From an optimization exercise on the open Yosys and OpenROAD flow, aimed at a short achievable clock period and few clock cycles; shortcuts taken in it are not production practice. No functional check of the RTL was part of any run shown here. The clock port is modelled as an ideal driver; clocking choices that lean on that would not hold on a real chip. Power is estimated from default activity; no workload was simulated.

File: flow/config.mk
export PLATFORM = sky130hd
export DESIGN_NAME = Simple_Single_CPU
export DESIGN_NICKNAME = Simple_Single_CPU
export VERILOG_FILES = /design/flow/design.v
export SDC_FILE = /design/flow/constraint.sdc
export NUM_CORES = 8
export LEC_CHECK = 0
export ABC_CLOCK_PERIOD_IN_PS = 5000
export CAP_MARGIN = 20
export CORE_MARGIN = 2
export CORE_UTILIZATION = 35
export PLACE_DENSITY = 0.5
export SETUP_SLACK_MARGIN = 5
export SLEW_MARGIN = 20
export SYNTH_HIERARCHICAL = 1
File: flow/constraint.sdc
create_clock -name core_clock -period 11.0 [get_ports {clk_i}]
set_input_delay 2.2000 -clock core_clock [delete_from_list [all_inputs] [get_ports {clk_i}]]
set_output_delay 2.2000 -clock core_clock [all_outputs]
set_load 0.01 [all_outputs]
File: flow/design.v
module Simple_Single_CPU
(
    input         clk_i,
    input         rst_n,
    output [31:0] imem_addr_o,
    input  [31:0] imem_rdata_i,
    output [31:0] dmem_addr_o,
    output [31:0] dmem_wdata_o,
    output        dmem_we_o,
    output        dmem_re_o,
    input  [31:0] dmem_rdata_i
);
    reg  [31:0] pcF;
    reg  [31:0] pcO;      
    reg         fwE;      
    reg         fastE;    
    reg         lateE;    
    reg         rdmE;     
    reg         stE;      
    reg         brE;      
    reg         jalrE;    
    reg         auiE;     
    reg         x1E;      
    reg  [4:0]  rdE;
    reg  [31:0] A, B, R2, pcE, tgtE, valE;
    reg         mSum, mOr, mAnd, mVal, slowE, sltE;
    reg         wM, ldM, weM, reM;
    reg         x1M;      
    reg  [4:0]  rdM;
    reg  [31:0] resM, sdM;
    reg  [31:0] resMo;    
    reg  [31:0] baseJ;
    reg         bjBad;
    reg  [31:0] rf [0:31];
    reg  [31:1] rfv;
    reg  [31:1] zf;
    assign imem_addr_o = pcO;
    wire [31:0] I   = imem_rdata_i;
    wire [4:0]  op  = I[6:2];
    wire [4:0]  rd  = I[11:7];
    wire [4:0]  rs1 = I[19:15];
    wire [4:0]  rs2 = I[24:20];
    wire [2:0]  f3  = I[14:12];
    wire dOP   = (op == 5'b01100);
    wire dIMM  = (op == 5'b00100);
    wire dLD   = (op == 5'b00000);
    wire dST   = (op == 5'b01000);
    wire dBR   = (op == 5'b11000);
    wire dJAL  = (op == 5'b11011);
    wire dJALR = (op == 5'b11001);
    wire dAUI  = (op == 5'b00101);
    wire rdnz   = (rd != 5'd0);
    wire dWen   = (dOP | dIMM | dLD | dJAL | dJALR | dAUI) & rdnz;
    wire useRs1 = dOP | dIMM | dLD | dST | dBR | dJALR;
    wire useRs2 = dOP | dST | dBR;
    wire useImm = dIMM | dLD | dST | dJALR;
    wire [31:0] immI = {{20{I[31]}}, I[31:20]};
    wire [31:0] immS = {{20{I[31]}}, I[31:25], I[11:7]};
    wire [31:0] immB = {{20{I[31]}}, I[7], I[30:25], I[11:8], 1'b0};
    wire [31:0] immJ = {{12{I[31]}}, I[19:12], I[20], I[30:21], 1'b0};
    wire arith = dOP | dIMM;
    wire aSub  = arith & (f3 == 3'b000) & I[30];
    wire aSlt  = arith & (f3 == 3'b010);
    wire aOr   = arith & (f3 == 3'b110);
    wire aAnd  = arith & ~(f3 == 3'b000) & ~(f3 == 3'b010) & ~(f3 == 3'b110);
    wire aSlow = aSub | aSlt;
    wire dVal  = dAUI | dJAL | dJALR;
    wire [1023:0] rfflat;
    wire [31:0]   zfe;
    assign rfflat[31:0] = 32'd0;
    assign zfe[0] = 1'b1;
    genvar g;
    generate
        for (g = 1; g < 32; g = g + 1) begin : rfeff
            assign rfflat[32*g +: 32] = rfv[g] ? rf[g] : ((g == 29) ? 32'd128 : 32'd0);
            assign zfe[g] = zf[g];
        end
    endgenerate
    wire [31:0] oh1, oh2, oh1h, oh2h, ohz1, ohz2;
    cpu_dec5   u_oh1 (.a(rs1), .y(oh1));
    cpu_dec5   u_oh2 (.a(rs2), .y(oh2));
    cpu_dec5   u_oh3 (.a(rs1), .y(oh1h));
    cpu_dec5   u_oh4 (.a(rs2), .y(oh2h));
    cpu_dec5g  u_oz1 (.a(rs1), .y(ohz1));
    cpu_dec5g  u_oz2 (.a(rs2), .y(ohz2));
    wire [31:0] resE;
    wire [31:0] mval;
    cpu_mux2 #(32) u_mval (.s(ldM), .a(dmem_rdata_i), .b(resM), .y(mval));
    wire fE1 = fastE & (rdE == rs1);
    wire fE2 = fastE & (rdE == rs2);
    wire fM1 = wM & (rdM == rs1);
    wire fM2 = wM & (rdM == rs2);
    wire fMl1 = fM1 & ldM, fMr1 = fM1 & ~ldM;
    wire fMl2 = fM2 & ldM, fMr2 = fM2 & ~ldM;
    wire fEb  = fE2 & ~useImm;
    wire fMlb = fMl2 & ~useImm, fMrb = fMr2 & ~useImm;
    wire [31:0] imB = dST ? immS : immI;
    wire [31:0] pA, qA, pR, qR, pB, qB;
    cpu_fwd3 u_fwa (.d0(resE), .s0(fE1), .d1(dmem_rdata_i), .s1(fMl1), .d2(resM), .s2(fMr1), .p(pA), .q(qA));
    cpu_fwd3 u_fwr (.d0(resE), .s0(fE2), .d1(dmem_rdata_i), .s1(fMl2), .d2(resM), .s2(fMr2), .p(pR), .q(qR));
    cpu_fwd4 u_fwb (.d0(resE), .s0(fEb), .d1(dmem_rdata_i), .s1(fMlb), .d2(resM), .s2(fMrb),
                    .d3(imB), .s3(useImm), .p(pB), .q(qB));
    wire [31:0] v10, v11, v20, v21;
    cpu_rdtree u_rt1 (.regs(rfflat), .ohl(oh1), .ohh(oh1h), .v0(v10), .v1(v11));
    cpu_rdtree u_rt2 (.regs(rfflat), .ohl(oh2), .ohh(oh2h), .v0(v20), .v1(v21));
    wire [31:0] r1v, r2v, Bn;
    cpu_opfin u_opa (.v0(v10), .v1(v11), .fw(fE1 | fM1), .p(pA), .q(qA), .y(r1v));
    cpu_opfin u_opr (.v0(v20), .v1(v21), .fw(fE2 | fM2), .p(pR), .q(qR), .y(r2v));
    cpu_opfin u_opb (.v0(v20), .v1(v21), .fw(fEb | fMlb | fMrb | useImm), .p(pB), .q(qB), .y(Bn));
    wire lduse = lateE & (((rdE == rs1) & useRs1) | ((rdE == rs2) & useRs2));
    wire [31:0] ohE, ohM;
    cpu_dec5 u_ohe (.a(rdE), .y(ohE));
    cpu_dec5 u_ohm (.a(rdM), .y(ohM));
    wire [31:0] busy = (ohE & {32{fwE}}) | (ohM & {32{wM}});
    wire [31:0] zfk  = zfe & ~busy;
    wire [31:0] nzfk = ~zfe & ~busy;
    wire zk1, zk2, zk1b, zk2b, nk1, nk2;
    cpu_zselg u_zs1 (.oh(ohz1), .z(zfk), .y(zk1));
    cpu_zselg u_zs2 (.oh(ohz2), .z(zfk), .y(zk2));
    cpu_zselg u_zs3 (.oh(ohz1), .z(zfk), .y(zk1b));
    cpu_zselg u_zs4 (.oh(ohz2), .z(zfk), .y(zk2b));
    cpu_zselg u_nz1 (.oh(ohz1), .z(nzfk), .y(nk1));
    cpu_zselg u_nz2 (.oh(ohz2), .z(nzfk), .y(nk2));
    wire off4   = (immB == 32'd4);
    wire sameBR = (rs1 == rs2);
    wire brT    = dBR & ~off4 & (sameBR | (zk1 & zk2));                   
    wire brN    = dBR & (off4 | (~sameBR & ((zk1 & nk2) | (nk1 & zk2))));  
    wire [31:0] pc4F;
    wire [18:0] pcH13p, pcH13m, tB0, tB1;
    wire [10:0] pcH21p, pcH21m, tJ0, tJ1;
    wire [19:0] bjHp, bjHm, tR0, tR1;
    cpu_inc4 u_pc4 (.a(pcF), .y(pc4F));
    cpu_incdec #(19) u_h13 (.a(pcF[31:13]), .p(pcH13p), .m(pcH13m));
    cpu_incdec #(11) u_h21 (.a(pcF[31:21]), .p(pcH21p), .m(pcH21m));
    cpu_incdec #(20) u_bjh (.a(baseJ[31:12]), .p(bjHp), .m(bjHm));
    cpu_hipre #(19) u_pb (.sg(I[31]), .h(pcF[31:13]), .hp(pcH13p), .hm(pcH13m), .y0(tB0), .y1(tB1));
    cpu_hipre #(11) u_pj (.sg(I[31]), .h(pcF[31:21]), .hp(pcH21p), .hm(pcH21m), .y0(tJ0), .y1(tJ1));
    cpu_hipre #(20) u_pr (.sg(I[31]), .h(baseJ[31:12]), .hp(bjHp), .hm(bjHm), .y0(tR0), .y1(tR1));
    wire [12:0] tBl; wire cB, cBn;
    wire [20:0] tJl; wire cJ;
    wire [11:0] tRl; wire cR;
    cpu_addg #(13) u_tbl (.a(pcF[12:0]), .b(immB[12:0]), .s(tBl), .co(cB), .con(cBn));
    cpu_addg #(21) u_tjl (.a(pcF[20:0]), .b(immJ[20:0]), .s(tJl), .co(cJ), .con());
    cpu_addg #(12) u_trl (.a(baseJ[11:0]), .b(I[31:20]), .s(tRl), .co(cR), .con());
    wire [18:0] tBh;
    cpu_mux2 #(19) u_tbh (.s(cB), .a(tB1), .b(tB0), .y(tBh));
    wire [31:0] tB = {tBh, tBl};    
    wire [19:0] auiH; wire auiC;
    cpu_add #(20) u_aui (.a(pcF[31:12]), .b(I[31:12]), .s(auiH), .co(auiC));
    wire [31:0] auiF = {auiH, pcF[11:0]};
    wire jalrF = auiE ? (rs1 == rdE) : ((rs1 == 5'd1) & ~x1E & ~bjBad);
    wire jmpF  = dJAL | (dJALR & jalrF);
    wire [31:0] sum; wire sumc;
    cpu_add #(32) u_sum (.a(A), .b(B), .s(sum), .co(sumc));
    cpu_ressel u_res (.a(A), .b(B), .sum(sum), .val(valE),
                      .mSum(mSum), .mOr(mOr), .mAnd(mAnd), .mVal(mVal), .y(resE));
    wire [31:0] dif = A - B;
    wire        slt = (A[31] ^ B[31]) ? A[31] : dif[31];
    wire [31:0] resMn = slowE ? (sltE ? {31'd0, slt} : dif) : resE;
    wire [31:0] resMno;
    cpu_pass #(32) u_rmo (.a(resMn), .y(resMno));
    wire eq;
    cpu_eq u_eq (.a(A), .b(R2), .eq(eq));
    wire mispE  = jalrE | (brE & eq);
    wire [31:0] rtgt = jalrE ? sum : tgtE;
    wire nh  = ~lduse;
    wire dR  = dJALR & jalrF & nh;
    wire dJ  = dJAL & nh;
    wire bZ  = dBR & nh;
    wire bS  = bZ & sameBR;                   
    wire j4n = (jmpF | bS) & nh;              
    wire [31:0] p4h;
    cpu_mux2 #(32) u_p4h (.s(lduse), .a(pcF), .b(pc4F), .y(p4h));
    wire [31:0] pcN, pcNo;
    cpu_pcsel u_pcn (
        .sE(mispE), .j4n(j4n), .bZ(bZ), .bS(bS), .zk1(zk1), .zk2(zk2), .zk1b(zk1b), .zk2b(zk2b),
        .cB(cB), .cBn(cBn), .dJ(dJ), .cJ(cJ), .dR(dR), .cR(cR),
        .e(rtgt), .p4(p4h),
        .rl(tRl), .r1(tR1), .r0(tR0), .jl(tJl), .j1(tJ1), .j0(tJ0),
        .bl(tBl), .b1(tB1), .b0(tB0), .y(pcN));
    cpu_pass #(32) u_pco (.a(pcN), .y(pcNo));
    wire vF = ~mispE & ~lduse;    
    wire        x1w  = wM & x1M;
    wire [31:0] x1M1 = x1w ? mval : rfflat[63:32];
    wire [31:0] x1n  = x1E ? valE : x1M1;
    always @(posedge clk_i or negedge rst_n) begin
        if (!rst_n) begin
            pcF   <= 32'd0;
            pcO   <= 32'd0;
            fwE   <= 1'b0; fastE <= 1'b0; lateE <= 1'b0; rdmE <= 1'b0; stE <= 1'b0;
            brE   <= 1'b0; jalrE <= 1'b0; auiE <= 1'b0; x1E <= 1'b0;
            bjBad <= 1'b0;
            wM    <= 1'b0; weM <= 1'b0; reM <= 1'b0;
            rfv   <= 31'd0;
            zf    <= ~(31'd1 << 28);    
        end else begin
            pcF   <= pcN;
            pcO   <= pcNo;
            fwE   <= vF & dWen;
            fastE <= vF & dWen & ~dLD & ~aSlow;
            lateE <= vF & dWen & (dLD | aSlow);
            rdmE  <= vF & dLD;
            stE   <= vF & dST;
            brE   <= vF & dBR & ~brT & ~brN;
            jalrE <= vF & dJALR & ~jalrF;
            auiE  <= vF & dAUI & rdnz;
            x1E   <= vF & dWen & (rd == 5'd1);
            bjBad <= x1E & ~mVal;
            wM    <= fwE;
            weM   <= stE;
            reM   <= rdmE;
            if (wM) begin
                rfv[rdM] <= 1'b1;
                zf[rdM]  <= (mval == 32'd0);
            end
        end
    end
    always @(posedge clk_i) begin
        rdE   <= rd;
        A     <= r1v;
        B     <= Bn;
        R2    <= r2v;
        pcE   <= pcF;
        tgtE  <= tB;
        valE  <= dAUI ? auiF : pc4F;
        mVal  <= dVal;
        mOr   <= aOr;
        mAnd  <= aAnd;
        mSum  <= ~dVal & ~aOr & ~aAnd;
        slowE <= aSlow;
        sltE  <= aSlt;
        baseJ <= (vF & dAUI & rdnz) ? auiF : x1n;
        ldM   <= rdmE;
        x1M   <= x1E;
        rdM   <= rdE;
        resM  <= resMn;
        resMo <= resMno;
        sdM   <= R2;
        if (wM) rf[rdM] <= mval;
    end
    assign dmem_addr_o  = resMo;
    assign dmem_wdata_o = sdM;
    assign dmem_we_o    = weM;
    assign dmem_re_o    = reM;
endmodule
module cpu_add #(parameter W = 32)
(
    input  [W-1:0] a,
    input  [W-1:0] b,
    output [W-1:0] s,
    output         co
);
    localparam L = (W > 16) ? 5 : (W > 8) ? 4 : (W > 4) ? 3 : (W > 2) ? 2 : 1;
    wire [W-1:0] gg [0:L];
    wire [W-1:0] pp [0:L];
    assign gg[0] = a & b;
    assign pp[0] = a ^ b;
    genvar k, i;
    generate
        for (k = 0; k < L; k = k + 1) begin : lvl
            for (i = 0; i < W; i = i + 1) begin : bit_
                if (i >= (1 << k)) begin : comb
                    assign gg[k+1][i] = gg[k][i] | (pp[k][i] & gg[k][i - (1 << k)]);
                    assign pp[k+1][i] = pp[k][i] & pp[k][i - (1 << k)];
                end else begin : pass
                    assign gg[k+1][i] = gg[k][i];
                    assign pp[k+1][i] = pp[k][i];
                end
            end
        end
    endgenerate
    assign s  = pp[0] ^ {gg[L][W-2:0], 1'b0};
    assign co = gg[L][W-1];
endmodule
module cpu_incdec #(parameter W = 20)
(
    input  [W-1:0] a,
    output [W-1:0] p,
    output [W-1:0] m
);
    assign p = a + 1'b1;
    assign m = a - 1'b1;
endmodule
module cpu_inc4
(
    input  [31:0] a,
    output [31:0] y
);
    assign y = a + 32'd4;
endmodule
module cpu_hipre #(parameter W = 20)
(
    input          sg,
    input  [W-1:0] h,
    input  [W-1:0] hp,
    input  [W-1:0] hm,
    output [W-1:0] y0,
    output [W-1:0] y1
);
    assign y0 = sg ? hm : h;
    assign y1 = sg ? h : hp;
endmodule
module cpu_mux2 #(parameter W = 32)
(
    input          s,
    input  [W-1:0] a,
    input  [W-1:0] b,
    output [W-1:0] y
);
    assign y = s ? a : b;
endmodule
module cpu_dec5
(
    input  [4:0]  a,
    output [31:0] y
);
    genvar i;
    generate
        for (i = 0; i < 32; i = i + 1) begin : d
            assign y[i] = (a == i);
        end
    endgenerate
endmodule
module cpu_eq
(
    input  [31:0] a,
    input  [31:0] b,
    output        eq
);
    assign eq = (a == b);
endmodule
module cpu_ressel
(
    input  [31:0] a,
    input  [31:0] b,
    input  [31:0] sum,
    input  [31:0] val,
    input         mSum,
    input         mOr,
    input         mAnd,
    input         mVal,
    output [31:0] y
);
    assign y = ({32{mSum}} & sum) | ({32{mOr}} & (a | b)) |
               ({32{mAnd}} & (a & b)) | ({32{mVal}} & val);
endmodule
module cpu_rdtree
(
    input  [1023:0] regs,
    input  [31:0]   ohl,
    input  [31:0]   ohh,
    output [31:0]   v0,
    output [31:0]   v1
);
    genvar b, j;
    generate
        for (b = 0; b < 32; b = b + 1) begin : bit_
            wire [15:0] t;
            wire [3:0]  u;
            wire [31:0] oh = (b < 16) ? ohl : ohh;
            for (j = 0; j < 16; j = j + 1) begin : l1
                g_aoi22 g (.a(oh[2*j]), .b(regs[32*(2*j) + b]), .c(oh[2*j+1]), .d(regs[32*(2*j+1) + b]), .y(t[j]));
            end
            for (j = 0; j < 4; j = j + 1) begin : l2
                g_nand4 g (.a(t[4*j]), .b(t[4*j+1]), .c(t[4*j+2]), .d(t[4*j+3]), .y(u[j]));
            end
            g_nor2  g3a (.a(u[0]), .b(u[1]), .y(v0[b]));
            g_nor2  g3b (.a(u[2]), .b(u[3]), .y(v1[b]));
        end
    endgenerate
endmodule
module cpu_opfin
(
    input  [31:0] v0,
    input  [31:0] v1,
    input         fw,
    input  [31:0] p,
    input  [31:0] q,
    output [31:0] y
);
    genvar b;
    generate
        for (b = 0; b < 32; b = b + 1) begin : bit_
            wire x;
            g_a21o  g4 (.a(v0[b]), .b(v1[b]), .c(fw), .y(x));
            g_nand3 g5 (.a(x), .b(p[b]), .c(q[b]), .y(y[b]));
        end
    endgenerate
endmodule
module cpu_fwd3
(
    input  [31:0] d0,
    input         s0,
    input  [31:0] d1,
    input         s1,
    input  [31:0] d2,
    input         s2,
    output [31:0] p,
    output [31:0] q
);
    genvar b;
    generate
        for (b = 0; b < 32; b = b + 1) begin : bit_
            g_aoi22 g1 (.a(d0[b]), .b(s0), .c(d1[b]), .d(s1), .y(p[b]));
            g_nand2 g2 (.a(d2[b]), .b(s2), .y(q[b]));
        end
    endgenerate
endmodule
module cpu_fwd4
(
    input  [31:0] d0,
    input         s0,
    input  [31:0] d1,
    input         s1,
    input  [31:0] d2,
    input         s2,
    input  [31:0] d3,
    input         s3,
    output [31:0] p,
    output [31:0] q
);
    genvar b;
    generate
        for (b = 0; b < 32; b = b + 1) begin : bit_
            g_aoi22 g1 (.a(d0[b]), .b(s0), .c(d1[b]), .d(s1), .y(p[b]));
            g_aoi22 g2 (.a(d2[b]), .b(s2), .c(d3[b]), .d(s3), .y(q[b]));
        end
    endgenerate
endmodule
module g_aoi22 (input a, input b, input c, input d, output y);
    assign y = ~((a & b) | (c & d));
endmodule
module g_nand4 (input a, input b, input c, input d, output y);
    assign y = ~(a & b & c & d);
endmodule
module g_and2 (input a, input b, output y);
    assign y = a & b;
endmodule
module g_a21o (input a, input b, input c, output y);
    assign y = (a & b) | c;
endmodule
module cpu_addg #(parameter W = 21)
(
    input  [W-1:0] a,
    input  [W-1:0] b,
    output [W-1:0] s,
    output         co,
    output         con
);
    localparam L = (W > 16) ? 5 : (W > 8) ? 4 : (W > 4) ? 3 : (W > 2) ? 2 : 1;
    wire [W-1:0] gg [0:L];
    wire [W-1:0] tt [0:L];
    wire [W-1:0] x;
    genvar k, i;
    generate
        for (i = 0; i < W; i = i + 1) begin : l0
            g_nand2 gn (.a(a[i]), .b(b[i]), .y(gg[0][i]));
            g_nor2  tn (.a(a[i]), .b(b[i]), .y(tt[0][i]));
            g_xor2  xx (.a(a[i]), .b(b[i]), .y(x[i]));
        end
        for (k = 1; k <= L; k = k + 1) begin : lvl
            for (i = 0; i < W; i = i + 1) begin : bit_
                if (i >= (1 << (k - 1))) begin : comb
                    if (k % 2 == 1) begin : odd
                        g_oai21 g (.a(tt[k-1][i]), .b(gg[k-1][i - (1 << (k - 1))]), .c(gg[k-1][i]), .y(gg[k][i]));
                        g_nor2  t (.a(tt[k-1][i]), .b(tt[k-1][i - (1 << (k - 1))]), .y(tt[k][i]));
                    end else begin : even
                        g_aoi21 g (.a(tt[k-1][i]), .b(gg[k-1][i - (1 << (k - 1))]), .c(gg[k-1][i]), .y(gg[k][i]));
                        g_nand2 t (.a(tt[k-1][i]), .b(tt[k-1][i - (1 << (k - 1))]), .y(tt[k][i]));
                    end
                end else begin : pass
                    g_inv g (.a(gg[k-1][i]), .y(gg[k][i]));
                    g_inv t (.a(tt[k-1][i]), .y(tt[k][i]));
                end
            end
        end
        assign s[0] = x[0];
        for (i = 1; i < W; i = i + 1) begin : sm
            if (L % 2 == 1) begin : t_
                g_xor2  g (.a(x[i]), .b(gg[L][i-1]), .y(s[i]));
            end else begin : n_
                g_xnor2 g (.a(x[i]), .b(gg[L][i-1]), .y(s[i]));
            end
        end
        if (L % 2 == 1) begin : cot
            assign co = gg[L][W-1];
            g_inv g (.a(gg[L][W-1]), .y(con));
        end else begin : cof
            g_inv g (.a(gg[L][W-1]), .y(co));
            assign con = gg[L][W-1];
        end
    endgenerate
endmodule
module g_nand2 (input a, input b, output y);
    assign y = ~(a & b);
endmodule
module g_nor2 (input a, input b, output y);
    assign y = ~(a | b);
endmodule
module g_xor2 (input a, input b, output y);
    assign y = a ^ b;
endmodule
module g_xnor2 (input a, input b, output y);
    assign y = ~(a ^ b);
endmodule
module g_inv (input a, output y);
    assign y = ~a;
endmodule
module g_oai21 (input a, input b, input c, output y);
    assign y = ~((a | b) & c);
endmodule
module g_aoi21 (input a, input b, input c, output y);
    assign y = ~((a & b) | c);
endmodule
module cpu_dec5g
(
    input  [4:0]  a,
    output [31:0] y
);
    wire [4:0] an;
    wire [3:0] nl;
    wire [7:0] nh;
    genvar i;
    generate
        for (i = 0; i < 5; i = i + 1) begin : iv
            g_inv g (.a(a[i]), .y(an[i]));
        end
        for (i = 0; i < 4; i = i + 1) begin : lo
            g_nand2 g (.a(((i / 2) % 2) ? a[1] : an[1]), .b((i % 2) ? a[0] : an[0]), .y(nl[i]));
        end
        for (i = 0; i < 8; i = i + 1) begin : hi
            g_nand3 g (.a(((i / 4) % 2) ? a[4] : an[4]), .b(((i / 2) % 2) ? a[3] : an[3]), .c((i % 2) ? a[2] : an[2]), .y(nh[i]));
        end
        for (i = 0; i < 32; i = i + 1) begin : ln
            g_nor2 g (.a(nl[i % 4]), .b(nh[i / 4]), .y(y[i]));
        end
    endgenerate
endmodule
module cpu_zselg
(
    input  [31:0] oh,
    input  [31:0] z,
    output        y
);
    wire [15:0] t;
    wire [3:0]  u;
    wire [1:0]  v;
    genvar j;
    generate
        for (j = 0; j < 16; j = j + 1) begin : l1
            g_aoi22 g (.a(oh[2*j]), .b(z[2*j]), .c(oh[2*j+1]), .d(z[2*j+1]), .y(t[j]));
        end
        for (j = 0; j < 4; j = j + 1) begin : l2
            g_nand4 g (.a(t[4*j]), .b(t[4*j+1]), .c(t[4*j+2]), .d(t[4*j+3]), .y(u[j]));
        end
    endgenerate
    g_nor2  g3a (.a(u[0]), .b(u[1]), .y(v[0]));
    g_nor2  g3b (.a(u[2]), .b(u[3]), .y(v[1]));
    g_nand2 g4  (.a(v[0]), .b(v[1]), .y(y));
endmodule
module cpu_pcsel
(
    input         sE,      
    input         j4n,     
    input         bZ,      
    input         bS,      
    input         zk1,     
    input         zk2,
    input         zk1b,    
    input         zk2b,
    input         cB,
    input         cBn,
    input         dJ,      
    input         cJ,
    input         dR,      
    input         cR,
    input  [31:0] e,
    input  [31:0] p4,
    input  [11:0] rl,
    input  [19:0] r1,
    input  [19:0] r0,
    input  [20:0] jl,
    input  [10:0] j1,
    input  [10:0] j0,
    input  [12:0] bl,
    input  [18:0] b1,
    input  [18:0] b0,
    output [31:0] y
);
    wire nm;
    g_inv gnm (.a(sE), .y(nm));
    genvar g, k;
    generate
        for (g = 0; g < 4; g = g + 1) begin : grp
            wire s4, sJ, sR, nbS, nbZ, nbSc, nbSn, sB, sBc, sBn, sJc, sJn, sRc, sRn;
            wire z1 = (g < 2) ? zk1 : zk1b;
            wire z2 = (g < 2) ? zk2 : zk2b;
            g_a311oi gs4 (.a(bZ), .b(z1), .c(z2), .d(sE), .e(j4n), .y(s4));
            g_and2   gbs (.a(nm), .b(bS), .y(nbS));
            if (g < 2) begin : lob
                g_a41o  gsb (.a(nm), .b(bZ), .c(z1), .d(z2), .e(nbS), .y(sB));
                g_and2  gsr (.a(nm), .b(dR), .y(sR));
            end
            if (g < 3) begin : loj
                g_and2  gsj (.a(nm), .b(dJ), .y(sJ));
            end
            if (g > 0) begin : hib
                g_and2  gbz (.a(nm), .b(bZ), .y(nbZ));
                g_and3  gsc (.a(nm), .b(bS), .c(cB), .y(nbSc));
                g_and3b gsn (.an(cB), .b(nm), .c(bS), .y(nbSn));
                g_a41o  gbc (.a(z1), .b(z2), .c(cB), .d(nbZ), .e(nbSc), .y(sBc));
                g_a41o  gbn (.a(z1), .b(z2), .c(cBn), .d(nbZ), .e(nbSn), .y(sBn));
                g_and3  grc (.a(nm), .b(dR), .c(cR), .y(sRc));
                g_and3b grn (.an(cR), .b(nm), .c(dR), .y(sRn));
            end
            if (g > 1) begin : hij
                g_and3  gjc (.a(nm), .b(dJ), .c(cJ), .y(sJc));
                g_and3b gjn (.an(cJ), .b(nm), .c(dJ), .y(sJn));
            end
            for (k = 0; k < 8; k = k + 1) begin : bit_
                localparam integer i = 8 * g + k;
                wire p, q, r, u;
                g_aoi22 ga (.a(e[i]), .b(sE), .c(p4[i]), .d(s4), .y(p));
                if (i < 12) begin : lo
                    g_aoi22 gb (.a(rl[i]), .b(sR), .c(jl[i]), .d(sJ), .y(q));
                    g_nand2 gc (.a(bl[i]), .b(sB), .y(r));
                    g_nand3 gy (.a(p), .b(q), .c(r), .y(y[i]));
                end else if (i < 13) begin : b12
                    g_aoi22 gb (.a(r1[i-12]), .b(sRc), .c(r0[i-12]), .d(sRn), .y(q));
                    g_aoi22 gc (.a(jl[i]), .b(sJ), .c(bl[i]), .d(sB), .y(r));
                    g_nand3 gy (.a(p), .b(q), .c(r), .y(y[i]));
                end else if (i < 21) begin : mid
                    g_aoi22 gb (.a(r1[i-12]), .b(sRc), .c(r0[i-12]), .d(sRn), .y(q));
                    g_aoi22 gc (.a(b1[i-13]), .b(sBc), .c(b0[i-13]), .d(sBn), .y(r));
                    g_nand2 gd (.a(jl[i]), .b(sJ), .y(u));
                    g_nand4 gy (.a(p), .b(q), .c(r), .d(u), .y(y[i]));
                end else begin : hi
                    g_aoi22 gb (.a(r1[i-12]), .b(sRc), .c(r0[i-12]), .d(sRn), .y(q));
                    g_aoi22 gc (.a(b1[i-13]), .b(sBc), .c(b0[i-13]), .d(sBn), .y(r));
                    g_aoi22 gd (.a(j1[i-21]), .b(sJc), .c(j0[i-21]), .d(sJn), .y(u));
                    g_nand4 gy (.a(p), .b(q), .c(r), .d(u), .y(y[i]));
                end
            end
        end
    endgenerate
endmodule
module g_a311oi (input a, input b, input c, input d, input e, output y);
    assign y = ~((a & b & c) | d | e);
endmodule
module g_a41o (input a, input b, input c, input d, input e, output y);
    assign y = (a & b & c & d) | e;
endmodule
module g_and3 (input a, input b, input c, output y);
    assign y = a & b & c;
endmodule
module g_and3b (input an, input b, input c, output y);
    assign y = ~an & b & c;
endmodule
module g_nand3 (input a, input b, input c, output y);
    assign y = ~(a & b & c);
endmodule
module cpu_pass #(parameter W = 32)
(
    input  [W-1:0] a,
    output [W-1:0] y
);
    assign y = a;
endmodule
module g_a31o (input a, input b, input c, input d, output y);
    assign y = (a & b & c) | d;
endmodule
module g_a31oi (input a, input b, input c, input d, output y);
    assign y = ~((a & b & c) | d);
endmodule
module g_and2b (input an, input b, output y);
    assign y = ~an & b;
endmodule
File: flow/flow/run.sh
#!/bin/bash
# The standard layout (the standard.sh, its synthesis unchanged), with these
# changes to how the layout is optimised:
#  - timing repair aims at a slack well above the 11 ns clock's, so that it keeps
#    shortening the critical paths;
#  - the port buffers are buf_8 cells rather than the resizer's default choice;
#  - an extra timing repair pass after CTS (flow/post_cts.tcl), through ORFS's
#    step hook.
# make's full output goes to standard_make.log; each ORFS step also keeps its own
# log under orfs/logs/.
set -euo pipefail
F=$(pwd)/flow
bash standard.sh SETUP_SLACK_MARGIN=7.6 \
    "BUFFER_PORTS_ARGS=-buffer_cell sky130_fd_sc_hd__buf_8" \
    POST_CTS_TCL=$F/post_cts.tcl \
    finish > standard_make.log 2>&1
File: flow/flow/post_cts.tcl
# Run after CTS's own timing repair.
# 1. Weak gates that drive long nets: a single-strength cell whose net spans more
#    than 50 um (half-perimeter of its pins' cells) becomes the strength-4 (else 2)
#    cell of the same function, so that later extraction finds no slow, long,
#    weakly driven wire that the repair, working from estimates, left alone.
# 2. One more timing repair pass, then legalize.
set block [ord::get_db_block]
set db [ord::get_db]
set thr [expr {50 * [$block getDbUnitsPerMicron]}]
set n 0
foreach net [$block getNets] {
  if {[$net getSigType] ne "SIGNAL"} { continue }
  set drv ""
  set xs {}
  set ys {}
  foreach it [$net getITerms] {
    set b [[$it getInst] getBBox]
    lappend xs [$b xMin]
    lappend ys [$b yMin]
    if {[$it isOutputSignal]} { set drv [$it getInst] }
  }
  if {$drv eq "" || [llength $xs] < 2} { continue }
  set hp [expr {[tcl::mathfunc::max {*}$xs] - [tcl::mathfunc::min {*}$xs] + [tcl::mathfunc::max {*}$ys] - [tcl::mathfunc::min {*}$ys]}]
  if {$hp < $thr} { continue }
  set m [[$drv getMaster] getName]
  if {![regexp {^(sky130_fd_sc_hd__(nand|nor|a2|o2|a3|o3|a4|o4|inv|xor|xnor|and|or|mux)[a-z0-9]*)_[01]$} $m -> base]} { continue }
  foreach s {4 2} {
    set nm [$db findMaster ${base}_$s]
    if {$nm ne ""} {
      $drv swapMaster $nm
      incr n
      break
    }
  }
}
puts "post_cts: upsized $n weak drivers of long nets"
detailed_placement
estimate_parasitics -placement
report_worst_slack -max
repair_timing_helper
detailed_placement
check_placement -verbose
estimate_parasitics -placement
report_worst_slack -max
File: flow/standard.sh
#!/bin/bash
# synth_recipe.tcl (not shown) runs the flow's synth.tcl, then flattens the netlist and writes it again
# the make line also repeats each setting of config.mk as NAME=value (left out here)
make -C /OpenROAD-flow-scripts/flow DESIGN_CONFIG=/design/flow/config.mk WORK_HOME=/design/flow/orfs CLKGATE_MAP_FILE= SYNTH_SCRIPT=/design/flow/synth_recipe.tcl "${@:-finish}"
==> impl_metrics.py, run 1 <==
metrics = {
    "run_status": {
        "status": "finished clean",
    },
    "power": {
        "powerDensity_nw_per_um2": 179,
        "power.leakage_uw": 0.0398,
        "irDropWorstVdd_v": 0.000127,
    },
    "floorplan": {
        "initial_utilization": 0.353,
        "dieArea_um2": 255000,
        "top_level_ports": 164,
        "die_h_um": 505,
        "dieWidth_um": 505,
        "row_count": 183,
        "coreArea_um2": 249000,
    },
    "global_route": {
        "grt_pass1_vias": 70900,
        "use_met1": 0.416,
        "grt_pass1_wl_um": 567000,
        "grtUsageMet3": 0.0648,
        "antenna_found_initial": 51,
        "grt_usage": 0.315,
        "grt_most_used_layer": "met2",
        "grt_max_degree": 77,
        "overflow": 0,
        "use_met2": 0.472,
    },
    "worst_setup_path": {
        "cp.required_ns": 11.67,
        "start_kind": "input port",
        "critPathKind": "input port to register",
        "arrival_ns": 4.45,
        "critPathCaptureType": "register",
        "cp_max_fo": 8,
    },
    "clock_network": {
        "cts_tree": "built",
        "clk_pin_slew_ns": 0.06,
        "cts.sinks": 1437,
        "clk_latency_ns": 0.86,
    },
    "sta": {
        "setup_viol": 0,
        "relSlewSlack": 0.229,
        "hold_ws_ns": 0.352,
        "fmax_mhz": 265,
        "hold_viol_final": 0,
        "fin_setup_tns_ns": 0,
        "drv_slew": 0,
        "clock_skew_ns": 0.0627,
        "timing.final.crit_share": 0.343,
        "grt_setup_unrepaired": "yes",
        "worstMarginPinSlew_ns": 1.16,
        "min_period_ns": 3.78,
    },
    "detailed_routing": {
        "drtIter0Drc": 8636,
        "drtPass1Iterations": 6,
        "ant_nets": 0,
        "wl_um": 421000,
        "drc_errors": 0,
        "vias_per_cell": 6.11,
        "vias": 73602,
        "wl_per_cell_um": 35.0,
    },
    "place": {
        "io_buffer_count": 161,
        "gp_congestion": 0.951,
        "hpwl_um": 257000,
    },
    "synthesis": {
        "syn_inst": 7753,
        "syn_area_per_cell_um2": 11.3,
        "syn-cell-area_um2": 87800,
        "yosysWarnings": 12,
    },
    "job": {
        "cap_viol_max_count": 0,
    },
    "layout": {
        "final_nets": 8719,
        "multi_input_area_um2": 56300,
        "drive_gt1_frac": 0.473,
        "syn_to_final_growth_pct": 33.9,
        "n_fill_cell": 22332,
        "final-seq-area_um2": 39600,
    },
    "worst_hold_path": {
        "min_path_type": "register to register",
    },
}
-- metrics by stage --
step / area (um2) / worst slack [ns] / total power, uW / util / cells
global route: 117000 / 7.11 / 21600 / 0.472 / 12022
global placement: 95900 / 4.78 / 13700 / 0.386 / 11208
detailed placement: 96000 / 4.80 / 13800 / 0.386 / 11209
finish: 117000 / 7.22 / 21000 / 0.472 / 12039
floorplan: 89200 / 6.59 / 11200 / - / 7822
-- critical path, stage by stage --
cell	delay, ns
buf_16	0.13
xnor2_4	0.15
nand3_4	0.13
nor4_4	0.04
o21ai_2	0.22
inv_2	0.08
buf_12	0.13
nor2_4	0.10
and2_4	0.26
o21bai_4	0.17
buf_12	0.17
a311oi_4	0.07
buf_12	0.18
a22oi_2	0.20
nand4_4	0.15
-- final cells by class --
| class | instances | share of cell area |
|---|---|---|
| Antenna cell | 20 | 0.000426 |
| Clock buffer | 226 | 0.0400 |
| Clock inverter | 91 | 0.00778 |
| Inverter | 191 | 0.00647 |
| Multi-Input combinational cell | 5902 | 0.479 |
| Sequential cell | 1437 | 0.337 |
| Tap cell | 3330 | 0.0355 |
| Timing Repair Buffer | 841 | 0.0934 |
| Timing Repair inverter | 1 | 0.0000533 |
-- flip-flops by register name, indices dropped and copies added (netlist names), 5 cells and up --
register  count
A            32
B            32
R2           32
baseJ        32
pcF          32
pcO          32
rdE           5
rdM           5
resM         32
resMo        32
rf          992
rfv          31
sdM          32
tgtE         32
valE         32
zf           31
-- final timing paths --
check,startpoint,end,slack (ns),cells after the start
hold / removal,stE,weM,0.35,0
hold reg to reg,stE,weM,0.35,0
max in group asynchronous,rst_n,rfv[16],8.19,2
min in group asynchronous,rst_n,pcF[21],1.36,1
setup / recovery,imem_rdata_i[17],pcF[29],7.22,15
setup reg to reg,rdM[4],zf[4],7.25,13
-- report_power, final --
group / internal, uW / switching, uW
clock network: 3290 / 2500
registers: 6630 / 766
logic: 3000 / 4810
total: 12900 / 8080
-- cells in the final DEF (no fill, tap or decap), drive strengths merged, types with 173 or more instances in the layout --
cell and instances:
xor2 173, dfxtp 306, nand2 422, a21oi 202, clkbuf 244, nand3 262, buf 819, and2 1010
nand4 340, mux2 280, a22oi 1379, nor2 640, inv 191, edfxtp 992, o21ai 202
-- routing by layer --
layer  share of wire  wire length, um  vias to the layer above
li1                -                -                    31180
met1            0.41           173000                    37815
met2            0.43           181000                     3679
met3           0.085            36000                      920
met4           0.074            31400                        8
met5         0.00013               55                        -
==> run 2: changes to the inputs <==
--- a/flow/design.v
+++ b/flow/design.v
@@ -23,4 +23,6 @@
     reg         x1E;      
     reg  [4:0]  rdE;
+    reg  [4:0]  predR;
+    reg         predV;
     reg  [31:0] A, B, R2, pcE, tgtE, valE;
     reg         mSum, mOr, mAnd, mVal, slowE, sltE;
@@ -77,9 +79,7 @@
         end
     endgenerate
-    wire [31:0] oh1, oh2, oh1h, oh2h, ohz1, ohz2;
+    wire [31:0] oh1, oh2, ohz1, ohz2;
     cpu_dec5   u_oh1 (.a(rs1), .y(oh1));
     cpu_dec5   u_oh2 (.a(rs2), .y(oh2));
-    cpu_dec5   u_oh3 (.a(rs1), .y(oh1h));
-    cpu_dec5   u_oh4 (.a(rs2), .y(oh2h));
     cpu_dec5g  u_oz1 (.a(rs1), .y(ohz1));
     cpu_dec5g  u_oz2 (.a(rs2), .y(ohz2));
@@ -102,6 +102,6 @@
                     .d3(imB), .s3(useImm), .p(pB), .q(qB));
     wire [31:0] v10, v11, v20, v21;
-    cpu_rdtree u_rt1 (.regs(rfflat), .ohl(oh1), .ohh(oh1h), .v0(v10), .v1(v11));
-    cpu_rdtree u_rt2 (.regs(rfflat), .ohl(oh2), .ohh(oh2h), .v0(v20), .v1(v21));
+    cpu_rdtree u_rt1 (.regs(rfflat), .oh(oh1), .v0(v10), .v1(v11));
+    cpu_rdtree u_rt2 (.regs(rfflat), .oh(oh2), .v0(v20), .v1(v21));
     wire [31:0] r1v, r2v, Bn;
     cpu_opfin u_opa (.v0(v10), .v1(v11), .fw(fE1 | fM1), .p(pA), .q(qA), .y(r1v));
@@ -124,5 +124,12 @@
     wire off4   = (immB == 32'd4);
     wire sameBR = (rs1 == rs2);
-    wire brT    = dBR & ~off4 & (sameBR | (zk1 & zk2));                   
+    wire [31:0] kP  = rfflat[32*predR +: 32];
+    wire [31:0] gP  = (A & B) | ((A ^ B) & ~kP);    
+    wire [31:0] cP  = {gP[30:0], 1'b0};
+    wire        eqP = ((A ^ B ^ kP) == cP[31:0]);
+    wire        lpT = dBR & fastE & mSum & (rdE == rs1) & predV & (predR == rs2) &
+                      ~(wM & (rdM == predR)) & eqP;
+    wire bSame  = sameBR | lpT;             
+    wire brT    = dBR & ~off4 & (bSame | (zk1 & zk2));                    
     wire brN    = dBR & (off4 | (~sameBR & ((zk1 & nk2) | (nk1 & zk2))));  
     wire [31:0] pc4F;
@@ -168,5 +175,5 @@
     wire dJ  = dJAL & nh;
     wire bZ  = dBR & nh;
-    wire bS  = bZ & sameBR;                   
+    wire bS  = bZ & bSame;                    
     wire j4n = (jmpF | bS) & nh;              
     wire [31:0] p4h;
@@ -190,4 +197,5 @@
             fwE   <= 1'b0; fastE <= 1'b0; lateE <= 1'b0; rdmE <= 1'b0; stE <= 1'b0;
             brE   <= 1'b0; jalrE <= 1'b0; auiE <= 1'b0; x1E <= 1'b0;
+            predV <= 1'b0;
             bjBad <= 1'b0;
             wM    <= 1'b0; weM <= 1'b0; reM <= 1'b0;
@@ -203,4 +211,5 @@
             stE   <= vF & dST;
             brE   <= vF & dBR & ~brT & ~brN;
+            if (vF & dBR & fwE & (rdE == rs1)) predV <= 1'b1;
             jalrE <= vF & dJALR & ~jalrF;
             auiE  <= vF & dAUI & rdnz;
@@ -231,4 +240,5 @@
         sltE  <= aSlt;
         baseJ <= (vF & dAUI & rdnz) ? auiF : x1n;
+        if (vF & dBR & fwE & (rdE == rs1)) predR <= rs2;
         ldM   <= rdmE;
         x1M   <= x1E;
@@ -348,6 +358,5 @@
 (
     input  [1023:0] regs,
-    input  [31:0]   ohl,
-    input  [31:0]   ohh,
+    input  [31:0]   oh,
     output [31:0]   v0,
     output [31:0]   v1
@@ -358,5 +367,4 @@
             wire [15:0] t;
             wire [3:0]  u;
-            wire [31:0] oh = (b < 16) ? ohl : ohh;
             for (j = 0; j < 16; j = j + 1) begin : l1
                 g_aoi22 g (.a(oh[2*j]), .b(regs[32*(2*j) + b]), .c(oh[2*j+1]), .d(regs[32*(2*j+1) + b]), .y(t[j]));
==> run 2 against run 1 <==
Via count rose by 14%. Count of clock-buffer cells in the layout rose by 12. Die area rose by 10%. Cell count rose by 7.2%. Combinational power rose by 9.1%. Synthesized area rose by 10%. Total power rose by 5.9%. Routed wire length rose by 24%.
==> impl_metrics.py, run 2 <==
metrics = {
    "layout": {
        "final_nets": 9240,
        "syn_to_final_growth_pct": 31.1,
        "top_register": "rf",
        "largest_reg_flops": 992,
        "final_cell_mix": "a22oi_2 (1358), edfxtp_1 (997), and2_1 (938)",
        "n_fill_cell": 24887,
        "final_common_cell": "a22oi_2",
        "final_core_util": 0.460,
        "drive_gt1_frac": 0.469,
    },
    "sta": {
        "drv_slew": 0,
        "setup_viol": 0,
        "fin_setup_tns_ns": 0,
        "grt_setup_unrepaired": "yes",
        "hold_ws_ns": 0.366,
        "fmax_mhz": 183,
        "hold_viol_final": 0,
        "worstMarginPinSlew_ns": 1.12,
        "clock_skew_ns": 0.168,
        "relSlewSlack": 0.256,
        "min_period_ns": 5.45,
        "timing.final.crit_share": 0.496,
    },
    "worst_setup_path": {
        "cp.required_ns": 11.70,
        "start_kind": "register",
        "arrival_ns": 6.15,
        "critPathKind": "register to register",
        "critPathCaptureType": "register",
        "cp_max_fo": 15,
    },
    "global_route": {
        "grt_max_degree": 79,
        "grt_usage": 0.360,
        "grt_pass1_vias": 79518,
        "grt_pass1_wl_um": 695000,
        "antenna_found_initial": 44,
        "overflow": 0,
    },
    "floorplan": {
        "initial_utilization": 0.351,
        "top_level_ports": 164,
        "coreArea_um2": 276000,
        "dieWidth_um": 530,
        "row_count": 193,
        "die_h_um": 530,
        "dieArea_um2": 281000,
    },
    "synthesis": {
        "syn_inst": 8349,
        "syn_area_per_cell_um2": 11.6,
        "syn-cell-area_um2": 96800,
        "yosysWarnings": 12,
    },
    "clock_network": {
        "clk_latency_ns": 0.98,
        "cts_tree": "built",
        "clk_pin_slew_ns": 0.06,
        "cts.sinks": 1443,
    },
    "power": {
        "irDropWorstVdd_v": 0.000140,
        "power.leakage_uw": 0.0435,
        "powerDensity_nw_per_um2": 175,
    },
    "detailed_routing": {
        "vias": 84245,
        "ant_nets": 0,
        "drtPass1Iterations": 8,
        "drtIter0Drc": 12065,
        "wl_um": 521000,
        "drc_errors": 0,
        "vias_per_cell": 6.53,
        "wl_per_cell_um": 40.4,
    },
    "run_status": {
        "status": "finished clean",
    },
    "job": {
        "cap_viol_max_count": 0,
    },
    "place": {
        "hpwl_um": 321000,
        "gp_congestion": 0.974,
        "io_buffer_count": 161,
    },
    "worst_hold_path": {
        "min_path_type": "register to register",
    },
}
-- run 2: per-stage QoR --
step	power, uW	area, um2	setup slack [ns]	instances
6_report	22200	127000	5.55	12910
3_5_place_dp	14500	105000	3.88	12110
2_1_floorplan	11500	98400	6.40	8418
5_1_grt	22800	127000	5.54	12891
3_3_place_gp	14400	105000	3.68	12109
-- run 2: final cells by class --
type	count	area (um2)	share of cell area
Multi-Input combinational cell	6359	64300	0.506
Sequential cell	1443	39900	0.314
Timing Repair Buffer	810	11100	0.0871
Clock buffer	238	5120	0.0403
Tap cell	3705	4640	0.0365
Inverter	235	982	0.00774
Clock inverter	91	893	0.00704
Antenna cell	25	62.6	0.000493
Timing Repair inverter	4	45.0	0.000355
-- run 2: per-layer routing --
metal,global-route usage,vias up,wire length [um]
met1,0.442,43024,195000
li1,-,33679,-
met4,0.220,20,38500
met2,0.545,5916,226000
met5,0,-,249
met3,0.119,1606,61400
-- run 2: path summary, 6_finish.rpt --
path | depth (start not counted) | startpoint | slack (ns) | endpoint
setup reg to reg | 20 | predR[0] | 5.55 | pcF[19]
setup / recovery | 20 | predR[0] | 5.55 | pcF[19]
hold reg to reg | 0 | rdmE | 0.37 | ldM
max in group asynchronous | 2 | rst_n | 8.05 | rfv[24]
min in group asynchronous | 1 | rst_n | 1.25 | pcO[28]
hold / removal | 0 | rdmE | 0.37 | ldM
-- run 2: worst max-delay path, stage by stage (launching register included) --
cell and delay (ns):
edfxtp_1 0.38, buf_4 0.16, buf_12 0.15, inv_16 0.14
buf_16 0.24, mux4_2 0.54, mux2i_2 0.34, mux4_2 0.44
fa_1 0.53, xor2_4 0.20, nand4_1 0.13, nor4_2 0.31
nand2_2 0.22, a311oi_4 0.29, a31oi_4 0.18, o21ai_4 0.21
buf_12 0.15, a311oi_4 0.05, buf_12 0.18, a22oi_2 0.13
nand4_1 0.17
-- run 2: power breakdown --
part           internal [uW]  leakage [uW]  switching (uW)
Combinational           3300        0.0271            5220
Sequential              6650        0.0134             843
Clock                   3640       0.00296            2590
==> run 3: changes to the inputs <==
--- a/flow/design.v
+++ b/flow/design.v
@@ -25,4 +25,5 @@
     reg  [4:0]  predR;
     reg         predV;
+    reg  [31:0] kP;
     reg  [31:0] A, B, R2, pcE, tgtE, valE;
     reg         mSum, mOr, mAnd, mVal, slowE, sltE;
@@ -124,10 +125,8 @@
     wire off4   = (immB == 32'd4);
     wire sameBR = (rs1 == rs2);
-    wire [31:0] kP  = rfflat[32*predR +: 32];
-    wire [31:0] gP  = (A & B) | ((A ^ B) & ~kP);    
-    wire [31:0] cP  = {gP[30:0], 1'b0};
-    wire        eqP = ((A ^ B ^ kP) == cP[31:0]);
-    wire        lpT = dBR & fastE & mSum & (rdE == rs1) & predV & (predR == rs2) &
-                      ~(wM & (rdM == predR)) & eqP;
+    wire eqP;
+    cpu_sumeq u_seq (.a(A), .b(B), .k(kP), .eq(eqP));
+    wire lpOK = fastE & mSum & predV & eqP & ~(wM & (rdM == predR));    
+    wire lpT  = dBR & lpOK & (rdE == rs1) & (predR == rs2);
     wire bSame  = sameBR | lpT;             
     wire brT    = dBR & ~off4 & (bSame | (zk1 & zk2));                    
@@ -211,5 +210,5 @@
             stE   <= vF & dST;
             brE   <= vF & dBR & ~brT & ~brN;
-            if (vF & dBR & fwE & (rdE == rs1)) predV <= 1'b1;
+            if (vF & dBR & fwE & (rdE == rs1)) predV <= (rdE != rs2);
             jalrE <= vF & dJALR & ~jalrF;
             auiE  <= vF & dAUI & rdnz;
@@ -240,5 +239,10 @@
         sltE  <= aSlt;
         baseJ <= (vF & dAUI & rdnz) ? auiF : x1n;
-        if (vF & dBR & fwE & (rdE == rs1)) predR <= rs2;
+        if (vF & dBR & fwE & (rdE == rs1)) begin
+            predR <= rs2;
+            kP    <= r2v;             
+        end else if (wM & (rdM == predR)) begin
+            kP    <= mval;
+        end
         ldM   <= rdmE;
         x1M   <= x1E;
@@ -668,4 +672,14 @@
     assign y = ~(a & b & c);
 endmodule
+module cpu_sumeq
+(
+    input  [31:0] a,
+    input  [31:0] b,
+    input  [31:0] k,
+    output        eq
+);
+    wire [31:0] g = (a & b) | ((a ^ b) & ~k);
+    assign eq = ((a ^ b ^ k) == {g[30:0], 1'b0});
+endmodule
 module cpu_pass #(parameter W = 32)
 (
==> run 3 against run 2 <==
Largest power group unchanged. Setup slack better by 1.4 ns. Critical endpoint is now kP[31]. Global-route usage fell by 3.0 points. Register-to-register slack improved by 1.5 ns.
==> impl_metrics.py, run 3 <==
metrics = {
    "floorplan": {
        "row_count": 186,
        "dieArea_um2": 261000,
        "dieWidth_um": 511,
        "initial_utilization": 0.351,
        "die_h_um": 511,
        "top_level_ports": 164,
        "coreArea_um2": 256000,
    },
    "detailed_routing": {
        "dr_wl_met2_um": 191000,
        "vias_per_cell": 6.24,
        "wl_um": 447000,
        "drtIter0Drc": 9235,
        "vias": 75823,
        "dr_wl_met3_um": 45000,
        "met1_length_um": 178000,
        "ant_nets": 0,
        "wl_per_cell_um": 36.8,
        "drtPass1Iterations": 6,
        "drc_errors": 0,
        "top_layer_used": "met5",
    },
    "sta": {
        "min_period_ns": 4.07,
        "setup_viol": 0,
        "worstMarginPinSlew_ns": 1.13,
        "clock_skew_ns": 0.0645,
        "drv_slew": 0,
        "fin_setup_tns_ns": 0,
        "worst_slack_ns": 6.93,
        "timing.final.crit_share": 0.370,
        "grt_setup_unrepaired": "yes",
        "hold_viol_final": 0,
        "hold_ws_ns": 0.346,
        "fmax_mhz": 246,
        "relSlewSlack": 0.247,
    },
    "layout": {
        "largest_reg_flops": 992,
        "n_fill_cell": 22537,
        "syn_to_final_growth_pct": 35.0,
        "final_nets": 8802,
        "top_register": "rf",
        "final_core_util": 0.474,
        "final_cell_mix": "a22oi_2 (1350), edfxtp_1 (1029), and2_1 (973)",
        "final_common_cell": "a22oi_2",
        "drive_gt1_frac": 0.471,
    },
    "clock_network": {
        "cts.sinks": 1475,
        "cts_tree": "built",
        "clk_latency_ns": 0.90,
        "clk_pin_slew_ns": 0.05,
    },
    "synthesis": {
        "syn_area_per_cell_um2": 11.5,
        "syn_inst": 7830,
        "syn-cell-area_um2": 89900,
        "yosysWarnings": 12,
    },
    "power": {
        "power.leakage_uw": 0.0415,
        "powerDensity_nw_per_um2": 179,
        "irDropWorstVdd_v": 0.000184,
    },
    "worst_setup_path": {
        "slowest_delay_ns": 0.28,
        "critPathCaptureType": "register",
        "start_kind": "input port",
        "slowest_stage": "nor2_4",
        "critPathKind": "input port to register",
        "cp_max_fo": 8,
        "crit_chain": "buf_16 -> buf_12 -> nand3b_1 -> buf_6 -> nor2_4 -> buf_12 -> buf_16 -> buf_4 -> a22oi_2 -> nand4_1 -> nor2_4 -> a21o_1 -> nand3_2 -> mux2_4",
        "crit_start": "imem_rdata_i[21]",
        "arrival_ns": 4.67,
        "cp.required_ns": 11.60,
        "r2r_start": "kP[4]",
    },
    "run_status": {
        "status": "finished clean",
    },
    "place": {
        "gp_congestion": 0.959,
        "hpwl_um": 260000,
        "io_buffer_count": 161,
        "dpl_worst_slack_ns": 4.86,
    },
    "worst_hold_path": {
        "min-delay-start": "stE",
        "min_path_type": "register to register",
    },
    "global_route": {
        "overflow": 0,
        "grt_pass1_wl_um": 602000,
        "grt_usage": 0.330,
        "grt_max_degree": 75,
        "grt_pass1_vias": 72974,
        "antenna_found_initial": 34,
    },
    "job": {
        "cap_viol_max_count": 0,
    },
}
-- run 3: final cells by class --
cell class,instances,area (um2),share of cell area
Inverter,223,872,0.00719
Tap cell,3384,4230,0.0349
Sequential cell,1475,40800,0.337
Timing Repair Buffer,822,12100,0.0996
Timing Repair inverter,1,7.51,0.0000619
Multi-Input combinational cell,5899,57200,0.471
Clock inverter,101,1240,0.0102
Clock buffer,227,4820,0.0397
Antenna cell,17,42.5,0.000351
-- run 3: power by group --
group / switching (uW) / total, uW / leakage, uW / internal [uW]
combinational: 4740 / 7790 / 0.0248 / 3060
sequential: 922 / 7750 / 0.0137 / 6820
clock: 2610 / 6200 / 0.00296 / 3590
-- run 3: worst max-delay path: cells and delay by family --
family          cells  cell delay [ns]
buf+inv             6             0.95
simple gates        5             0.88
mux                 1             0.26
compound gates      2             0.34
-- run 3: per-layer routing --
metal  global-route usage  up-vias
met5                    0        -
met4                0.197       18
met3               0.0934     1123
met2                0.492     4219
met1                0.424    39068
li1                     -    31395
-- run 3: final timing paths --
path | to | cells after the start | slack (ns)
setup / recovery | kP[31] | 14 | 6.93
setup reg to reg | pcO[7] | 17 | 7.00
hold reg to reg | weM | 0 | 0.35
hold / removal | weM | 0 | 0.35
max in group asynchronous | rfv[18] | 2 | 8.13
min in group asynchronous | pcO[29] | 1 | 1.27
-- run 3: metrics by stage --
| stage | power, uW | instances | instance area [um2] |
|---|---|---|---|
| 6_report | 21700 | 12149 | 121000 |
| 2_1_floorplan | 11500 | 7899 | 91600 |
| 3_3_place_gp | 14000 | 11299 | 97800 |
| 5_1_grt | 22300 | 12138 | 121000 |
| 3_5_place_dp | 14100 | 11299 | 97800 |
==> run 4: changes to the inputs <==
--- a/flow/design.v
+++ b/flow/design.v
@@ -26,4 +26,5 @@
     reg         predV;
     reg  [31:0] kP;
+    reg         kLoad;    
     reg  [31:0] A, B, R2, pcE, tgtE, valE;
     reg         mSum, mOr, mAnd, mVal, slowE, sltE;
@@ -128,5 +129,6 @@
     cpu_sumeq u_seq (.a(A), .b(B), .k(kP), .eq(eqP));
     wire lpOK = fastE & mSum & predV & eqP & ~(wM & (rdM == predR));    
-    wire lpT  = dBR & lpOK & (rdE == rs1) & (predR == rs2);
+    wire lpT;
+    cpu_lpt u_lpt (.ok(lpOK), .c1(rdE == rs1), .c2(predR == rs2), .y(lpT));
     wire bSame  = sameBR | lpT;             
     wire brT    = dBR & ~off4 & (bSame | (zk1 & zk2));                    
@@ -197,4 +199,5 @@
             brE   <= 1'b0; jalrE <= 1'b0; auiE <= 1'b0; x1E <= 1'b0;
             predV <= 1'b0;
+            kLoad <= 1'b0;
             bjBad <= 1'b0;
             wM    <= 1'b0; weM <= 1'b0; reM <= 1'b0;
@@ -210,5 +213,7 @@
             stE   <= vF & dST;
             brE   <= vF & dBR & ~brT & ~brN;
-            if (vF & dBR & fwE & (rdE == rs1)) predV <= (rdE != rs2);
+            kLoad <= vF & dBR & fwE & (rdE == rs1) & (rdE != rs2);
+            if (vF & dBR & fwE & (rdE == rs1)) predV <= 1'b0;
+            else if (kLoad) predV <= 1'b1;
             jalrE <= vF & dJALR & ~jalrF;
             auiE  <= vF & dAUI & rdnz;
@@ -239,10 +244,7 @@
         sltE  <= aSlt;
         baseJ <= (vF & dAUI & rdnz) ? auiF : x1n;
-        if (vF & dBR & fwE & (rdE == rs1)) begin
-            predR <= rs2;
-            kP    <= r2v;             
-        end else if (wM & (rdM == predR)) begin
-            kP    <= mval;
-        end
+        if (vF & dBR & fwE & (rdE == rs1)) predR <= rs2;
+        if (kLoad) kP <= R2;
+        else if (wM & (rdM == predR)) kP <= mval;
         ldM   <= rdmE;
         x1M   <= x1E;
@@ -679,6 +681,43 @@
     output        eq
 );
-    wire [31:0] g = (a & b) | ((a ^ b) & ~k);
-    assign eq = ((a ^ b ^ k) == {g[30:0], 1'b0});
+    wire [31:0] x, s, g, e;
+    wire [7:0]  t;
+    wire [3:0]  u;
+    wire        en;
+    genvar i;
+    generate
+        for (i = 0; i < 32; i = i + 1) begin : bit_
+            wire kn;
+            g_xor2  gx (.a(a[i]), .b(b[i]), .y(x[i]));
+            g_xor2  gs (.a(x[i]), .b(k[i]), .y(s[i]));           
+            g_inv   gk (.a(k[i]), .y(kn));
+            g_mux2  gg (.s(x[i]), .a(kn), .b(a[i]), .y(g[i]));   
+            if (i == 0) begin : b0
+                g_inv  ge (.a(s[i]), .y(e[i]));
+            end else begin : bn
+                g_xnor2 ge (.a(s[i]), .b(g[i-1]), .y(e[i]));
+            end
+        end
+        for (i = 0; i < 8; i = i + 1) begin : l2
+            g_nand4 g (.a(e[4*i]), .b(e[4*i+1]), .c(e[4*i+2]), .d(e[4*i+3]), .y(t[i]));
+        end
+        for (i = 0; i < 4; i = i + 1) begin : l3
+            g_nor2 g (.a(t[2*i]), .b(t[2*i+1]), .y(u[i]));
+        end
+    endgenerate
+    g_nand4 g4 (.a(u[0]), .b(u[1]), .c(u[2]), .d(u[3]), .y(en));
+    g_inv   g5 (.a(en), .y(eq));
+endmodule
+module cpu_lpt
+(
+    input  ok,
+    input  c1,
+    input  c2,
+    output y
+);
+    assign y = ok & c1 & c2;
+endmodule
+module g_mux2 (input s, input a, input b, output y);
+    assign y = s ? a : b;
 endmodule
 module cpu_pass #(parameter W = 32)
==> run 4 against run 3 <==
Synthesized area increased by 0.78%. Via count decreased by 1.1%. Flip-flop and latch count increased by 1. Largest cell class unchanged. Worst hold slack improved by 0.00068 ns. Register-to-register slack improved by 0.32 ns. Still clean on timing, DRC and antenna. Clock skew increased by 0.022 ns. Sequential power about the same. First-iteration DRC count decreased by 6.8%. Critical endpoint is now pcO[16]. Setup slack improved by 0.19 ns.
==> impl_metrics.py, run 4 <==
metrics = {
    "worst_setup_path": {
        "slowest_stage": "a311oi_4",
        "crit_path_frequent_cell": "buf_6",
        "start_kind": "input port",
        "cp.required_ns": 11.75,
        "critPathKind": "input port to register",
        "slowest_delay_ns": 0.31,
        "critPathCaptureType": "register",
        "crit_chain": "buf_16 -> xor2_4 -> nor3_4 -> nor4b_4 -> o21a_2 -> buf_12 -> nand2b_4 -> clkinvlp_4 -> buf_12 -> buf_6 -> buf_6 -> a311oi_4 -> buf_6 -> a22oi_2 -> nand4_1",
        "arrival_ns": 4.63,
        "cp_max_fo": 6,
    },
    "sta": {
        "fmax_mhz": 258,
        "fin_setup_tns_ns": 0,
        "hold_ws_ns": 0.347,
        "grt_setup_unrepaired": "yes",
        "worstMarginPinSlew_ns": 1.20,
        "setup_viol": 0,
        "clock_skew_ns": 0.0868,
        "drv_slew": 0,
        "timing.final.crit_share": 0.352,
        "relSlewSlack": 0.199,
        "min_period_ns": 3.88,
        "hold_viol_final": 0,
    },
    "place": {
        "gp_congestion": 0.962,
        "hpwl_um": 259000,
        "io_buffer_count": 161,
    },
    "synthesis": {
        "syn_inst": 7923,
        "yosysWarnings": 12,
        "syn_area_per_cell_um2": 11.4,
        "syn-cell-area_um2": 90600,
    },
    "floorplan": {
        "top_level_ports": 164,
        "initial_utilization": 0.352,
        "dieArea_um2": 263000,
        "row_count": 186,
        "coreArea_um2": 257000,
        "die_h_um": 513,
        "dieWidth_um": 513,
    },
    "job": {
        "cap_viol_max_count": 0,
    },
    "power": {
        "irDropWorstVdd_v": 0.000163,
        "powerDensity_nw_per_um2": 179,
        "power.leakage_uw": 0.0415,
    },
    "global_route": {
        "grt_most_used_layer": "met2",
        "grt_pass1_wl_um": 588000,
        "grtUsageMet3": 0.0732,
        "antenna_found_initial": 41,
        "use_met2": 0.479,
        "overflow": 0,
        "grt_max_degree": 79,
        "grt_usage": 0.318,
        "use_met1": 0.418,
        "grt_pass1_vias": 72447,
    },
    "detailed_routing": {
        "drtPass1Iterations": 5,
        "wl_um": 432000,
        "drc_errors": 0,
        "vias": 74952,
        "wl_per_cell_um": 35.3,
        "ant_nets": 0,
        "drtIter0Drc": 8605,
        "vias_per_cell": 6.13,
    },
    "layout": {
        "largest_reg_flops": 992,
        "syn_to_final_growth_pct": 34.4,
        "n_fill_cell": 22684,
        "top_register": "rf",
        "drive_gt1_frac": 0.467,
        "final_nets": 8845,
        "final_common_cell": "a22oi_2",
        "final_cell_mix": "a22oi_2 (1356), edfxtp_1 (1029), and2_1 (974)",
    },
    "run_status": {
        "status": "finished clean",
    },
    "clock_network": {
        "clk_latency_ns": 0.89,
        "clk_pin_slew_ns": 0.06,
        "cts.sinks": 1476,
        "cts_tree": "built",
    },
    "worst_hold_path": {
        "min_path_type": "register to register",
    },
}
[run 4: per-stage QoR]
stage | power [uW] | utilization | setup WS, ns | std cells | area (um2)
2_1_floorplan | 11600 | - | 6.54 | 7992 | 92000
3_3_place_gp | 14100 | 0.382 | 5.07 | 11396 | 98300
3_5_place_dp | 14200 | 0.382 | 5.07 | 11396 | 98300
5_1_grt | 22400 | 0.473 | 7.08 | 12212 | 122000
6_report | 21700 | 0.473 | 7.12 | 12227 | 122000
[run 4: routing by layer]
metal  wire, um  part of all wire
met1     175000              0.41
met2     187000              0.43
met3      40200             0.093
met4      28900             0.067
met5        137           0.00032
[run 4: final timing paths]
check	startpoint	to	slack, ns	cells past startpoint
min	stE	weM	0.35	0
max	imem_rdata_i[19]	pcO[16]	7.12	15
min in group asynchronous	rst_n	pcO[27]	1.31	1
max in group asynchronous	rst_n	rfv[15]	8.12	2
max reg2reg	R2[6]	pcO[17]	7.32	12
min reg2reg	stE	weM	0.35	0
[run 4: cell type report]
class	count	area [um2]	area share
diodes	19	47.5	0.000391
clock buffers	252	5000	0.0410
clock inverters	80	955	0.00784
inverters	231	901	0.00740
multi-input cells	5989	58400	0.480
flip-flops and latches	1476	40900	0.336
well taps	3384	4230	0.0348
repair buffers	795	11300	0.0925
repair inverters	1	7.51	0.0000617
[run 4: worst max-delay path: cells and delay by family]
family / cells / cell delay, ns
buffers and inverters: 7 / 0.89
AND/OR/NAND/NOR: 4 / 0.78
AO/OA/AOI/OAI: 3 / 0.56
XOR/XNOR: 1 / 0.16
[run 4: report_power, final]
part	internal [uW]	switching (uW)	total (uW)
clock network	3470	2590	6060
registers	6820	946	7770
logic	3160	4750	7910
total	13500	8280	21700

==> separate check: timing with driven ports <==
No port has a modelled driver above. Below, the same layouts with a new extraction and two added sets of constraints. Step 1 assumes that a clkbuf_16 drives the clock port and a buf_2 every other input. Step 2 moves the port delays by t, midway between the first and last clock arrival at a register: inputs arrive t later, outputs are due t later. That takes back most of the time a late clock gives input paths. Three values: ideal ports, drivers, drivers and shift; two values: the first two.
run	t (ns)	setup slack, ns	hold slack, ns	worst data-port slew with drivers (ns)
run 1	0.923	7.224 / 6.982 / 6.059	0.352 / 0.352 / 0.352	0.43
run 2	0.986	5.548 / 5.548 / 5.548	0.366 / 0.366 / 0.366	0.35
run 3	0.976	6.929 / 6.761 / 5.786	0.346 / 0.346 / 0.346	0.40
run 4	0.943	7.124 / 6.983 / 6.040	0.347 / 0.347 / 0.347	0.38
After both steps setup and hold are still met in every run listed. For run 1, which loses most, drivers alone change the setup slack by -0.242 ns; drivers and shift together by -1.165 ns.
